Background: an optimization exercise with open tools, aiming at small area. Do not read the settings as production practice. RTL that was checked went through simulation tests only; none was proved equivalent to the original. Power and IR drop assume default switching activity.

==> run a: inputs <==
==> flow/design.v <==
module sevenSegmentDriver(
     hex,
     seg
);
	input [3:0] hex;
	output [6:0] seg;
	reg [6:0] seg;
	always @(hex)
	begin
		case (hex)
			'h0 : seg = 7'b1000000;
			'h1 : seg = 7'b1111001;
			'h2 : seg = 7'b0100100;
			'h3 : seg = 7'b0110000;
			'h4 : seg = 7'b0011001;
			'h5 : seg = 7'b0010010;
			'h6 : seg = 7'b0000010;
			'h7 : seg = 7'b1111000;
			'h8 : seg = 7'b0000000;
			'h9 : seg = 7'b0010000;
			'ha : seg = 7'b0001000;  
			'hb : seg = 7'b1111111;  
			'hc : seg = 7'b1000110;  
			'hd : seg = 7'b1000111;  
			'he : seg = 7'b0000110;  
			'hf : seg = 7'b0001110;  
			default : seg = 7'b1111111; 
		endcase
	end
endmodule
`timescale 1ns / 1ps
module fpgaDriver(clk, rst, led0, led1, led2, led3, led4, led5, led6, led7, led8, led9,
	switch0, switch1, switch2, switch8, switch9,
	button0, button1, button2, button3,
	hex0, hex1, hex2, hex3, hex4, hex5
);
	input rst;
	input clk, switch0, switch1, switch2, switch8, switch9, button0, button1, button2, button3;
	output wire led0, led1, led2, led3, led4, led5, led6, led7, led8, led9;
	output wire [6:0] hex0, hex1, hex2, hex3, hex4, hex5;
	assign led0 = switch0;
	assign led1 = 1'b0;
	assign led2 = ~button0;
	assign led3 = ~button1;
	assign led4 = ~button2;
	assign led5 = ~button3;
	assign led6 = 1'b0;
	assign led7 = 1'b0;
	assign led8 = switch8;
	assign led9 = switch9;
	reg buttonPressed;
	reg inputCounter;
	reg [2:0] p;             
	reg [3:0] dv;            
	reg [1:0] dg3, dg2, dg1, dg0;  
	reg av;                  
	reg af;                  
	reg [1:0] ag;            
	reg [2:0] cnt [0:11];    
	reg [2:0] nItems;
	reg th;                  
	reg [3:0] t0, t1, t2;    
	reg t3;
	wire anyBtn = ~button0 | ~button1 | ~button2 | ~button3;
	wire [1:0] vd = {~button0 | (button1 & button2), ~button0 | ~button1};
	wire entry = switch0 & switch9 & ~inputCounter;
	wire addMode = ~switch8;
	localparam [1:0] D1 = 2'b10, D2 = 2'b00, D3 = 2'b01, D4 = 2'b11;
	wire [7:0] code = {dg3, dg2, dg1, dg0};
	wire [11:0] hit;
	assign hit[0] = code == {D3, D1, D2, D4};   
	assign hit[1] = code == {D4, D1, D3, D2};   
	assign hit[2] = code == {D4, D1, D3, D3};   
	assign hit[3] = code == {D3, D1, D2, D1};   
	assign hit[4] = code == {D3, D1, D3, D3};   
	assign hit[5] = code == {D3, D2, D1, D4};   
	assign hit[6] = code == {D1, D1, D1, D1};   
	assign hit[7] = code == {D2, D2, D2, D2};   
	assign hit[8] = code == {D3, D3, D3, D3};   
	assign hit[9] = code == {D4, D4, D4, D4};   
	assign hit[10] = code == {D1, D1, D2, D2};  
	assign hit[11] = code == {D3, D3, D4, D4};  
	wire anyHit = |hit;
	wire [1:0] am1 = {ag[0], ~(ag[1] ^ ag[0])};  
	function [11:0] price;
		input integer n;
		case (n)
			0: price = 250; 1: price = 50; 2: price = 75; 3: price = 200;
			4: price = 100; 5: price = 995; 6: price = 450; 7: price = 300;
			8: price = 400; 9: price = 600; 10: price = 500; 11: price = 150;
			default: price = 0;
		endcase
	endfunction
	function [12:0] dec;
		input [11:0] x;
		dec = {x % 10 == 5, 4'(x / 1000 % 10), 4'(x / 100 % 10), 4'(x / 10 % 10)};
	endfunction
	reg [2:0] cs;
	integer j;
	always @* begin
		cs = 3'd0;
		for (j = 0; j < 12; j = j + 1)
			cs = cs | ({3{hit[j]}} & cnt[j]);
	end
	wire [2:0] sum = cs[2] ? {1'b1, cs[1:0] + am1 + 2'd1} : {1'b1, am1};
	wire addOk = anyHit & (nItems != 3'd6) & (~cs[2] | ({1'b0, cs[1:0]} + {1'b0, am1} <= 3'd2));
	wire remOk = anyHit & cs[2];
	wire commit = entry & (p == 3'd4) & ~(addMode & ~af);
	wire addDo = commit & addMode & addOk;
	wire remDo = commit & ~addMode & remOk;
	wire clear = ~entry & ~(inputCounter & ~buttonPressed) & ~button3 & ~button2;
	wire take = entry & anyBtn & (p != 3'd4);
	wire takeAmt = entry & anyBtn & (p == 3'd4) & ~af & addMode;
	wire [1:0] kk = addMode ? am1 : cs[1:0];
	wire [11:0] hitDo = hit & {12{addDo | remDo}};
	reg [12:0] dd;
	always @* begin
		dd = 13'd0;
		for (j = 0; j < 12; j = j + 1)
			dd = dd | ({13{hitDo[j]}} & (kk == 2'd0 ? dec(price(j)) : kk == 2'd1 ? dec(price(j) * 2) :
				kk == 2'd2 ? dec(price(j) * 3) : dec(price(j) * 4)));
	end
	function [4:0] dig;   
		input [3:0] t;
		input [3:0] b;
		input sub;
		input c;
		reg [3:0] o;
		reg [4:0] s;
		begin
			o = sub ? ~b : b + 4'd6;
			s = t + o + c;
			dig = {s[4], s[4] ? s[3:0] : {s[3] ? {1'b0, s[2:1]} + 3'd1 : 3'd0, s[0]}};
		end
	endfunction
	wire dh = dd[12];
	wire nh = th ^ dh;
	wire c0 = addMode ? th & dh : th | ~dh;
	wire [4:0] r0 = dig(t0, dd[3:0], ~addMode, c0);
	wire [4:0] r1 = dig(t1, dd[7:4], ~addMode, r0[4]);
	wire [4:0] r2 = dig(t2, dd[11:8], ~addMode, r1[4]);
	wire n3 = addMode ? t3 | r2[4] : t3 & r2[4];
	always @(posedge clk)
		buttonPressed <= anyBtn;
	always @(posedge clk) begin
		if (p == 3'd0 & take) dg3 <= vd;
		if (p == 3'd1 & take) dg2 <= vd;
		if (p == 3'd2 & take) dg1 <= vd;
		if (p == 3'd3 & take) dg0 <= vd;
		if (takeAmt) ag <= vd;
	end
	always @(posedge clk) begin
		if (rst) inputCounter <= 1'b0;
		else if (entry) inputCounter <= 1'b1;
		else if (inputCounter & ~buttonPressed) inputCounter <= 1'b0;
	end
	always @(posedge clk) begin
		if (rst | clear | commit) p <= 3'd0;
		else if (take) p <= p + 3'd1;
	end
	always @(posedge clk) begin
		if (rst | clear) dv <= 4'd0;
		else if (take) dv <= dv | {p == 3'd0, p == 3'd1, p == 3'd2, p == 3'd3};
	end
	always @(posedge clk) begin
		if (rst | clear) av <= 1'b0;
		else if (takeAmt) av <= 1'b1;
	end
	always @(posedge clk) begin
		if (rst | clear | (commit & addMode)) af <= 1'b0;
		else if (takeAmt) af <= 1'b1;
	end
	genvar gi;
	generate
		for (gi = 0; gi < 12; gi = gi + 1) begin : g_cnt
			always @(posedge clk) begin
				if (rst | (remDo & hit[gi])) cnt[gi] <= 3'd0;
				else if (addDo & hit[gi]) cnt[gi] <= sum;
			end
		end
	endgenerate
	always @(posedge clk) begin
		if (rst) nItems <= 3'd0;
		else if (addDo & ~cs[2]) nItems <= nItems + 3'd1;
		else if (remDo) nItems <= nItems - 3'd1;
	end
	always @(posedge clk) begin
		if (rst) begin
			th <= 1'b0; t0 <= 4'd0; t1 <= 4'd0; t2 <= 4'd0; t3 <= 1'b0;
		end else begin
			th <= nh; t0 <= r0[3:0]; t1 <= r1[3:0]; t2 <= r2[3:0]; t3 <= n3;
		end
	end
	localparam [6:0] S0 = 7'b1000000, S1 = 7'b1111001, S2 = 7'b0100100,
		S3 = 7'b0110000, S4 = 7'b0011001, S5 = 7'b0010010, S6 = 7'b0000010,
		S7 = 7'b1111000, S8 = 7'b0000000, S9 = 7'b0010000, SA = 7'b0001000,
		SB = 7'b1111111, SD = 7'b1000111, SE = 7'b0000110;
	function [6:0] seg;
		input [3:0] h;
		begin
			seg[0] = ~(h[3] | (~h[2] & ~h[0]) | (h[2] & h[0]) | h[1]);
			seg[1] = ~(~h[2] | (~h[1] & ~h[0]) | (h[1] & h[0]));
			seg[2] = ~h[2] & h[1] & ~h[0];
			seg[3] = (~h[3] & ~h[2] & ~h[1] & h[0]) | (h[2] & ~h[1] & ~h[0]) | (h[2] & h[1] & h[0]);
			seg[4] = (h[2] & ~h[1]) | h[0];
			seg[5] = (~h[3] & ~h[2] & h[0]) | (~h[2] & h[1]) | (h[1] & h[0]);
			seg[6] = (~h[3] & ~h[2] & ~h[1]) | (h[2] & h[1] & h[0]);
		end
	endfunction
	function [6:0] segz;
		input [3:0] h;
		begin
			segz[0] = ~(h[3] | (h[2] & h[0]) | h[1]);
			segz[1] = (~h[3] & ~h[2] & ~h[1] & ~h[0]) | (h[2] & ~h[1] & h[0]) | (h[2] & h[1] & ~h[0]);
			segz[2] = ~h[3] & ~h[2] & ~h[0];
			segz[3] = ~(h[3] | (~h[2] & h[1]) | (h[2] & ~h[1] & h[0]) | (h[1] & ~h[0]));
			segz[4] = (~h[3] & ~h[1]) | h[0];
			segz[5] = (~h[3] & ~h[2]) | (h[1] & h[0]);
			segz[6] = (~h[3] & ~h[2] & ~h[1]) | (h[2] & h[1] & h[0]);
		end
	endfunction
	function [6:0] segd;
		input [1:0] g;
		segd = {g[1] & ~g[0], ~(g[1] & g[0]), g[1] | g[0], g[1], ~g[1] & ~g[0], 1'b0, g[1]};
	endfunction
	function [6:0] sega;
		input [1:0] g;
		sega = g == 2'd0 ? S1 : g == 2'd1 ? S2 : g == 2'd2 ? S3 : S4;
	endfunction
	wire [6:0] e0 = dv[0] ? segd(dg0) : SB;
	wire [6:0] e1 = dv[1] ? segd(dg1) : SB;
	wire [6:0] e2 = dv[2] ? segd(dg2) : SB;
	wire [6:0] e3 = dv[3] ? segd(dg3) : SB;
	reg [6:0] h0, h1, h2, h3, h4, h5;
	always @* begin
		case ({switch9, switch8})
			2'b01: begin
				h0 = th ? S5 : S0;
				h1 = seg(t0);
				h2 = seg(t1);
				h3 = segz(t2);
				h4 = t3 ? S1 : SB;
				h5 = SB;
			end
			2'b10: begin
				h0 = av ? segd(ag) : S0;
				h1 = dv[3] ? SB : S0;
				h2 = dv[3] ? e0 : SA;
				h3 = e1;
				h4 = e2;
				h5 = e3;
			end
			2'b11: begin
				h0 = dv[3] ? SB : SD;
				h1 = dv[3] ? e0 : SE;
				h2 = dv[3] ? e1 : S0;
				h3 = e2;
				h4 = e3;
				h5 = SB;
			end
			default: begin
				h0 = SB; h1 = SB; h2 = SB; h3 = SB; h4 = SB; h5 = SB;
			end
		endcase
	end
	assign hex0 = h0;
	assign hex1 = h1;
	assign hex2 = h2;
	assign hex3 = h3;
	assign hex4 = h4;
	assign hex5 = h5;
endmodule
==> flow/flow/run.sh <==
#!/bin/bash
# Layout flow: the standard flow with
#  * synthesis unchanged except that adders are left to ABC (no ADDER_MAP_FILE)
#    and ABC runs an area script (flow/abc_area.script)
#  * port buffers of the smallest buffer (buf_1)
#  * CTS without dummy loads
set -euo pipefail
W=$(pwd)
sed "s#^source \$::env(SCRIPTS_DIR)/synth_preamble.tcl#&\nset abc_args [list -script $W/flow/abc_area.script {*}\$lib_args {*}\$lib_dont_use_args -constr \$::env(OBJECTS_DIR)/abc.constr]#" \
  "$FLOW_HOME/scripts/synth.tcl" > my_synth.tcl
sed "s#\$::env(SCRIPTS_DIR)/synth.tcl#$W/my_synth.tcl#" synth_recipe.tcl > my_synth_recipe.tcl
sed "s#SYNTH_SCRIPT=[^ ]*#SYNTH_SCRIPT=$W/my_synth_recipe.tcl#" standard.sh > my_standard.sh
grep -q my_synth_recipe.tcl my_standard.sh
export ADDER_MAP_FILE=
export BUFFER_PORTS_ARGS="-buffer_cell sky130_fd_sc_hd__buf_1"
export CTS_ARGS="-sink_clustering_enable -sink_clustering_size 40 -sink_clustering_max_diameter 300 -buf_list sky130_fd_sc_hd__clkbuf_8 -dont_use_dummy_load"
bash my_standard.sh > flow_make.log 2>&1
==> flow/flow/abc_area.script <==
strash
&get -n
&st
&deepsyn -T 120
&dch -f
&nf -R 1000
&put
==> flow/standard.sh <==
#!/bin/bash
# synth_recipe.tcl (not shown) runs the flow's synth.tcl, then flattens the netlist and writes it again
# the make line also repeats each setting of config.mk as NAME=value (left out here)
make -C /OpenROAD-flow-scripts/flow DESIGN_CONFIG=/design/flow/config.mk WORK_HOME=/design/flow/orfs CLKGATE_MAP_FILE= SYNTH_SCRIPT=/design/flow/synth_recipe.tcl "${@:-finish}"
==> flow/config.mk <==
export PLATFORM = sky130hd
export DESIGN_NAME = fpgaDriver
export DESIGN_NICKNAME = fpgaDriver
export VERILOG_FILES = /design/flow/design.v
export SDC_FILE = /design/flow/constraint.sdc
export NUM_CORES = 4
export LEC_CHECK = 0
export CAP_MARGIN = 20
export CORE_MARGIN = 2
export CORE_UTILIZATION = 40
export SLEW_MARGIN = 20
==> flow/constraint.sdc <==
create_clock -name core_clock -period 25.0 [get_ports {clk}]
set_input_delay 5.0000 -clock core_clock [delete_from_list [all_inputs] [get_ports {clk}]]
set_output_delay 5.0000 -clock core_clock [all_outputs]
set_load 0.01 [all_outputs]
==> run b (differences from run a) <==
--- a/flow/design.v
+++ b/flow/design.v
@@ -63,6 +63,7 @@
 	reg t3;
 	wire anyBtn = ~button0 | ~button1 | ~button2 | ~button3;
 	wire [1:0] vd = {~button0 | (button1 & button2), ~button0 | ~button1};
+	wire [1:0] va = ~button0 ? 2'd3 : ~button1 ? 2'd2 : ~button2 ? 2'd1 : 2'd0;
 	wire entry = switch0 & switch9 & ~inputCounter;
 	wire addMode = ~switch8;
 	localparam [1:0] D1 = 2'b10, D2 = 2'b00, D3 = 2'b01, D4 = 2'b11;
@@ -81,7 +82,6 @@
 	assign hit[10] = code == {D1, D1, D2, D2};  
 	assign hit[11] = code == {D3, D3, D4, D4};  
 	wire anyHit = |hit;
-	wire [1:0] am1 = {ag[0], ~(ag[1] ^ ag[0])};  
 	function [11:0] price;
 		input integer n;
 		case (n)
@@ -102,8 +102,8 @@
 		for (j = 0; j < 12; j = j + 1)
 			cs = cs | ({3{hit[j]}} & cnt[j]);
 	end
-	wire [2:0] sum = cs[2] ? {1'b1, cs[1:0] + am1 + 2'd1} : {1'b1, am1};
-	wire addOk = anyHit & (nItems != 3'd6) & (~cs[2] | ({1'b0, cs[1:0]} + {1'b0, am1} <= 3'd2));
+	wire [2:0] sum = cs[2] ? {1'b1, cs[1:0] + ag + 2'd1} : {1'b1, ag};
+	wire addOk = anyHit & (nItems != 3'd6) & (~cs[2] | ({1'b0, cs[1:0]} + {1'b0, ag} <= 3'd2));
 	wire remOk = anyHit & cs[2];
 	wire commit = entry & (p == 3'd4) & ~(addMode & ~af);
 	wire addDo = commit & addMode & addOk;
@@ -111,7 +111,7 @@
 	wire clear = ~entry & ~(inputCounter & ~buttonPressed) & ~button3 & ~button2;
 	wire take = entry & anyBtn & (p != 3'd4);
 	wire takeAmt = entry & anyBtn & (p == 3'd4) & ~af & addMode;
-	wire [1:0] kk = addMode ? am1 : cs[1:0];
+	wire [1:0] kk = addMode ? ag : cs[1:0];
 	wire [11:0] hitDo = hit & {12{addDo | remDo}};
 	reg [12:0] dd;
 	always @* begin
@@ -140,14 +140,16 @@
 	wire [4:0] r1 = dig(t1, dd[7:4], ~addMode, r0[4]);
 	wire [4:0] r2 = dig(t2, dd[11:8], ~addMode, r1[4]);
 	wire n3 = addMode ? t3 | r2[4] : t3 & r2[4];
-	always @(posedge clk)
-		buttonPressed <= anyBtn;
+	always @(posedge clk) begin
+		if (rst) buttonPressed <= 1'b0;
+		else buttonPressed <= anyBtn;
+	end
 	always @(posedge clk) begin
 		if (p == 3'd0 & take) dg3 <= vd;
 		if (p == 3'd1 & take) dg2 <= vd;
 		if (p == 3'd2 & take) dg1 <= vd;
 		if (p == 3'd3 & take) dg0 <= vd;
-		if (takeAmt) ag <= vd;
+		if (takeAmt) ag <= va;
 	end
 	always @(posedge clk) begin
 		if (rst) inputCounter <= 1'b0;
@@ -197,27 +199,9 @@
 		SB = 7'b1111111, SD = 7'b1000111, SE = 7'b0000110;
 	function [6:0] seg;
 		input [3:0] h;
-		begin
-			seg[0] = ~(h[3] | (~h[2] & ~h[0]) | (h[2] & h[0]) | h[1]);
-			seg[1] = ~(~h[2] | (~h[1] & ~h[0]) | (h[1] & h[0]));
-			seg[2] = ~h[2] & h[1] & ~h[0];
-			seg[3] = (~h[3] & ~h[2] & ~h[1] & h[0]) | (h[2] & ~h[1] & ~h[0]) | (h[2] & h[1] & h[0]);
-			seg[4] = (h[2] & ~h[1]) | h[0];
-			seg[5] = (~h[3] & ~h[2] & h[0]) | (~h[2] & h[1]) | (h[1] & h[0]);
-			seg[6] = (~h[3] & ~h[2] & ~h[1]) | (h[2] & h[1] & h[0]);
-		end
-	endfunction
-	function [6:0] segz;
-		input [3:0] h;
-		begin
-			segz[0] = ~(h[3] | (h[2] & h[0]) | h[1]);
-			segz[1] = (~h[3] & ~h[2] & ~h[1] & ~h[0]) | (h[2] & ~h[1] & h[0]) | (h[2] & h[1] & ~h[0]);
-			segz[2] = ~h[3] & ~h[2] & ~h[0];
-			segz[3] = ~(h[3] | (~h[2] & h[1]) | (h[2] & ~h[1] & h[0]) | (h[1] & ~h[0]));
-			segz[4] = (~h[3] & ~h[1]) | h[0];
-			segz[5] = (~h[3] & ~h[2]) | (h[1] & h[0]);
-			segz[6] = (~h[3] & ~h[2] & ~h[1]) | (h[2] & h[1] & h[0]);
-		end
+		seg = h == 4'h0 ? S0 : h == 4'h1 ? S1 : h == 4'h2 ? S2 : h == 4'h3 ? S3 :
+			h == 4'h4 ? S4 : h == 4'h5 ? S5 : h == 4'h6 ? S6 : h == 4'h7 ? S7 :
+			h == 4'h8 ? S8 : S9;
 	endfunction
 	function [6:0] segd;
 		input [1:0] g;
@@ -230,7 +214,8 @@
 	wire [6:0] e0 = dv[0] ? segd(dg0) : SB;
 	wire [6:0] e1 = dv[1] ? segd(dg1) : SB;
 	wire [6:0] e2 = dv[2] ? segd(dg2) : SB;
-	wire [6:0] e3 = dv[3] ? segd(dg3) : SB;
+	wire [6:0] e3 = segd(dg3);
+	wire [6:0] ea = av ? sega(ag) : S0;
 	reg [6:0] h0, h1, h2, h3, h4, h5;
 	always @* begin
 		case ({switch9, switch8})
@@ -238,25 +223,23 @@
 				h0 = th ? S5 : S0;
 				h1 = seg(t0);
 				h2 = seg(t1);
-				h3 = segz(t2);
+				h3 = t2 == 4'd0 ? SB : seg(t2);
 				h4 = t3 ? S1 : SB;
 				h5 = SB;
 			end
 			2'b10: begin
-				h0 = av ? segd(ag) : S0;
-				h1 = dv[3] ? SB : S0;
-				h2 = dv[3] ? e0 : SA;
-				h3 = e1;
-				h4 = e2;
-				h5 = e3;
+				if (~dv[3]) begin
+					h0 = S0; h1 = S0; h2 = SA; h3 = SB; h4 = SB; h5 = SB;
+				end else begin
+					h0 = ea; h1 = SB; h2 = e0; h3 = e1; h4 = e2; h5 = e3;
+				end
 			end
 			2'b11: begin
-				h0 = dv[3] ? SB : SD;
-				h1 = dv[3] ? e0 : SE;
-				h2 = dv[3] ? e1 : S0;
-				h3 = e2;
-				h4 = e3;
-				h5 = SB;
+				if (~dv[3]) begin
+					h0 = SD; h1 = SE; h2 = S0; h3 = SB; h4 = SB; h5 = SB;
+				end else begin
+					h0 = SB; h1 = e0; h2 = e1; h3 = e2; h4 = e3; h5 = SB;
+				end
 			end
 			default: begin
 				h0 = SB; h1 = SB; h2 = SB; h3 = SB; h4 = SB; h5 = SB;
==> flow/flow/run.sh (replaced) <==
#!/bin/bash
# Layout flow: the standard flow with
#  * synthesis unchanged except for the ABC script (area oriented, flow/abc_area.script)
#  * port buffers of the smallest buffer (buf_1)
#  * CTS without dummy loads
#  * power recovery (downsizing) after global route
set -euo pipefail
W=$(pwd)
# synthesis script: the standard one with our ABC script
sed "s#^source \$::env(SCRIPTS_DIR)/synth_preamble.tcl#&\nset abc_args [list -script $W/flow/abc_area.script {*}\$lib_args {*}\$lib_dont_use_args -constr \$::env(OBJECTS_DIR)/abc.constr]#" \
  "$FLOW_HOME/scripts/synth.tcl" > my_synth.tcl
sed "s#\$::env(SCRIPTS_DIR)/synth.tcl#$W/my_synth.tcl#" synth_recipe.tcl > my_synth_recipe.tcl
sed "s#SYNTH_SCRIPT=[^ ]*#SYNTH_SCRIPT=$W/my_synth_recipe.tcl#" standard.sh > my_standard.sh
grep -q my_synth_recipe.tcl my_standard.sh
export BUFFER_PORTS_ARGS="-buffer_cell sky130_fd_sc_hd__buf_1"
export CTS_ARGS="-sink_clustering_enable -repair_clock_nets -dont_use_dummy_load"
export RECOVER_POWER=100
bash my_standard.sh > flow_make.log 2>&1
==> flow/flow/abc_area.script (replaced) <==
strash
&get -n
&st
&syn2
&dch -f
&nf -R 1000
&put
strash
&get -n
&st
&dch -f
&nf -R 1000
&put
mfs3 -ae
==> run c (differences from run a) <==
--- a/flow/design.v
+++ b/flow/design.v
@@ -51,7 +51,8 @@
 	reg buttonPressed;
 	reg inputCounter;
 	reg [2:0] p;             
-	reg [3:0] dv;            
+	reg f;
+	wire [3:0] dv = {4{f}} | {p != 3'd0, p[2] | p[1], p[2] | (p[1] & p[0]), p[2]};
 	reg [1:0] dg3, dg2, dg1, dg0;  
 	reg av;                  
 	reg af;                  
@@ -159,8 +160,8 @@
 		else if (take) p <= p + 3'd1;
 	end
 	always @(posedge clk) begin
-		if (rst | clear) dv <= 4'd0;
-		else if (take) dv <= dv | {p == 3'd0, p == 3'd1, p == 3'd2, p == 3'd3};
+		if (rst | clear) f <= 1'b0;
+		else if (commit) f <= 1'b1;
 	end
 	always @(posedge clk) begin
 		if (rst | clear) av <= 1'b0;
==> flow/flow/run.sh (replaced) <==
#!/bin/bash
# Layout flow: the standard flow with
#  * synthesis unchanged except for technology mapping: adders are left to ABC
#    (no ADDER_MAP_FILE), and ABC runs several area scripts (flow/abc_*.script,
#    flow/abc_multi.sh); the NCAND mappings with the least cell area are each laid
#    out in full, and the layout with the least standard-cell area is kept
#  * port buffers of the smallest buffer (buf_1)
#  * CTS with clkbuf_8 and without dummy loads
set -euo pipefail
W=$(pwd)
NCAND=3
sed -e "s#^  log_cmd abc {\*}\$abc_args#  write_rtlil \$::env(RESULTS_DIR)/pre_abc.il\n  exec bash $W/flow/abc_multi.sh $W/flow \$::env(RESULTS_DIR)/pre_abc.il \$::env(RESULTS_DIR)/post_abc.il {*}[lrange \$abc_args 2 end] >@ stdout 2>@ stderr\n  design -reset\n  read_rtlil \$::env(RESULTS_DIR)/post_abc.il\n  hierarchy -top \$::env(DESIGN_NAME)#" \
  "$FLOW_HOME/scripts/synth.tcl" > my_synth.tcl
grep -q abc_multi my_synth.tcl
sed "s#\$::env(SCRIPTS_DIR)/synth.tcl#$W/my_synth.tcl#" synth_recipe.tcl > my_synth_recipe.tcl
export ADDER_MAP_FILE=
export BUFFER_PORTS_ARGS="-buffer_cell sky130_fd_sc_hd__buf_1"
export CTS_ARGS="-sink_clustering_enable -buf_list sky130_fd_sc_hd__clkbuf_8 -dont_use_dummy_load"
export ABC_CACHE=$W/abc_multi
for k in $(seq 1 $NCAND); do
  mkdir -p "$W/out_$k"
  sed -e "s#SYNTH_SCRIPT=[^ ]*#SYNTH_SCRIPT=$W/my_synth_recipe.tcl#" -e "s#$W/orfs#$W/orfs_$k#g" -e "s#$W/out/#$W/out_$k/#g" \
    standard.sh > my_standard_$k.sh
  ABC_PICK=$k bash my_standard_$k.sh synth > flow_synth_$k.log 2>&1
done
for k in $(seq 1 $NCAND); do
  bash my_standard_$k.sh > flow_make_$k.log 2>&1 &
done
wait || true
best=""; bestA=""
for k in $(seq 1 $NCAND); do
  odb=$W/orfs_$k/results/$FLOW_PLATFORM/fpgaDriver/base/6_final.odb
  [[ -f $odb && -f $W/out_$k/final.def ]] || { echo "candidate $k: no layout"; continue; }
  a=$(AREA_ODB=$odb openroad -no_init -exit "$W/flow/area.tcl" 2>&1 | tee area_$k.log | awk '/^CELLAREA/ {print $2}')
  echo "candidate $k: cell area $a"
  [[ -n "$a" ]] || continue
  if [[ -z "$best" ]] || awk "BEGIN{exit !($a < $bestA)}"; then best=$k; bestA=$a; fi
done
[[ -n "$best" ]] || { echo "no candidate layout"; exit 1; }
echo "kept candidate $best (cell area $bestA)"
rm -rf "$W/orfs"
mv "$W/orfs_$best" "$W/orfs"
cp "$W/out_$best/final.def" "$W/out/final.def"
==> flow/flow/abc_1.script (new file) <==
strash
&get -n
&st
&deepsyn -T 90 -S 1
&dch -f
&nf -R 1000
&put
==> flow/flow/abc_2.script (new file) <==
strash
&get -n
&st
&deepsyn -T 90 -S 2
&dch -f
&nf -R 1000
&put
==> flow/flow/abc_3.script (new file) <==
strash
&get -n
&st
&deepsyn -T 90 -S 3
&dch -f
&nf -R 1000
&put
==> flow/flow/abc_4.script (new file) <==
strash
&get -n
&st
&deepsyn -T 90 -S 4
&dch -f
&nf -R 1000
&put
==> flow/flow/abc_multi.sh (new file) <==
#!/bin/bash
# abc_multi.sh DIR PRE.il OUT.il ABC_ARGS... : runs ABC with each DIR/abc_*.script on the
# design in PRE.il in parallel, and writes the mapped design with the least cell area to OUT.il
set -uo pipefail
D=$1; PRE=$2; OUT=$3; shift 3
LIB=""
for ((i = 1; i <= $#; i++)); do if [[ ${!i} == -liberty ]]; then j=$((i + 1)); LIB=${!j}; fi; done
T=${ABC_CACHE:-$(dirname "$OUT")/abc_multi}; mkdir -p "$T"
run_one() {
  local s=$1; shift
  local n; n=$(basename "$s" .script)
  [[ -f $T/$n.stat && -f $T/$n.il ]] && return 0
  "${YOSYS_EXE:-yosys}" -p "read_rtlil $PRE; abc -script $s $*; tee -o $T/$n.stat stat -liberty $LIB; write_rtlil $T/$n.il" > "$T/$n.log" 2>&1
}
export -f run_one
export PRE T LIB YOSYS_EXE
ls "$D"/abc_*.script | xargs -P "${NUM_CORES:-4}" -I{} bash -c 'run_one "$@"' _ {} "$@"
rank=$(for s in "$D"/abc_*.script; do
  n=$(basename "$s" .script)
  a=$(grep "Chip area" "$T/$n.stat" 2>/dev/null | awk '{print $NF}')
  echo "abc_multi: $n area ${a:-failed}" >&2
  [[ -n "$a" && -f "$T/$n.il" ]] && echo "$a $n"
done | sort -g -k1,1 -k2,2)
[[ -n "$rank" ]] || { echo "abc_multi: every ABC run failed"; exit 1; }
k=${ABC_PICK:-1}
n=$(echo "$rank" | sed -n "${k}p" | awk '{print $2}')
[[ -n "$n" ]] || n=$(echo "$rank" | head -1 | awk '{print $2}')
echo "abc_multi: pick $k: $n"
cp "$T/$n.il" "$OUT"
==> flow/flow/area.tcl (new file) <==
# prints the standard-cell area of a layout, without tap, fill and decap cells
read_db $::env(AREA_ODB)
set a 0.0
foreach inst [[ord::get_db_block] getInsts] {
  set m [$inst getMaster]
  set n [$m getName]
  if {[string match "*tapvpwrvgnd*" $n] || [string match "*fill*" $n] || [string match "*decap*" $n]} continue
  set a [expr {$a + [$m getWidth] * [$m getHeight] / 1e6}]
}
puts "CELLAREA $a"
CAP_MARGIN = 0   (was 20)
SLEW_MARGIN = 0   (was 20)
removed: flow/flow/abc_area.script
==> summary.txt <==
quantity	run c	run b	run a
Critical Path Max Stage Delay	580 ps	1210 ps	550 ps
Reg-to-Reg Start	dg1[1]	dg1[1]	dg3[0]
Wire length of the first global-routing pass	22400 µm	23300 µm	21900 µm
Layout Nets	666	753	695
Register share of total power	0.454	0.377	0.463
Fraction of layout instances using a drive strength above 1	0.0230	0.0328	0.0279
Largest net degree at the start of global routing	29	57	36
GRT Total Usage	0.247	0.224	0.220
Detailed placer's ending HPWL	10300 µm	10600 µm	10000 µm
Status	timing/DRC/antenna clean	finished with violations	timing/DRC/antenna clean
Reasons for failing layout checks	-	max-capacitance violations, max-slew violations	-
Critical Path Stages	11	7	10
Multiplexer area fraction after synthesis	0.00487	0.0102	0.00688
Wirelength per Cell	17.4 µm	16.9 µm	16.5 µm
Slowest library cell on the worst path	sky130_fd_sc_hd__nor2_1	sky130_fd_sc_hd__clkbuf_1	sky130_fd_sc_hd__clkinv_1
Length in cells of the worst reg-to-reg path	39	33	31
CTS root buf	sky130_fd_sc_hd__clkbuf_8	sky130_fd_sc_hd__clkbuf_16	sky130_fd_sc_hd__clkbuf_8
Met1 wire length	6240 µm	6430 µm	6400 µm
For run b, only the layout was checked, not whether the RTL still works.

==> re-timing with driven ports <==
The flow's constraints put no driver on any port. The routed layouts listed below were extracted and timed again, unchanged, in two steps.
Step 1 sets driving cells, clkbuf_16 on the clock port and buf_2 on the other inputs (assumed; they add their load-dependent delay and slew).
Step 2 times the ports against the registers' clock, not the clock port: input delays grow and output delays shrink by t, the midpoint of the rising clock arrivals with the driver on.
Slacks: ideal ports / drivers / drivers and shift; pairs: ideal ports / drivers.
run	t, ns	slack for setup (ns)	worst setup path after step 2	worst data-port slew with drivers (ns)
run a	0.396	12.569 / 12.545 / 12.545	input to output	0.03
run b	0.375	12.147 / 12.109 / 11.798	input to register	0.03
run c	0.391	12.533 / 12.509 / 12.509	input to output	0.03
For run b, which loses most, drivers alone change the setup slack by -0.038 ns; drivers and shift together by -0.349 ns.
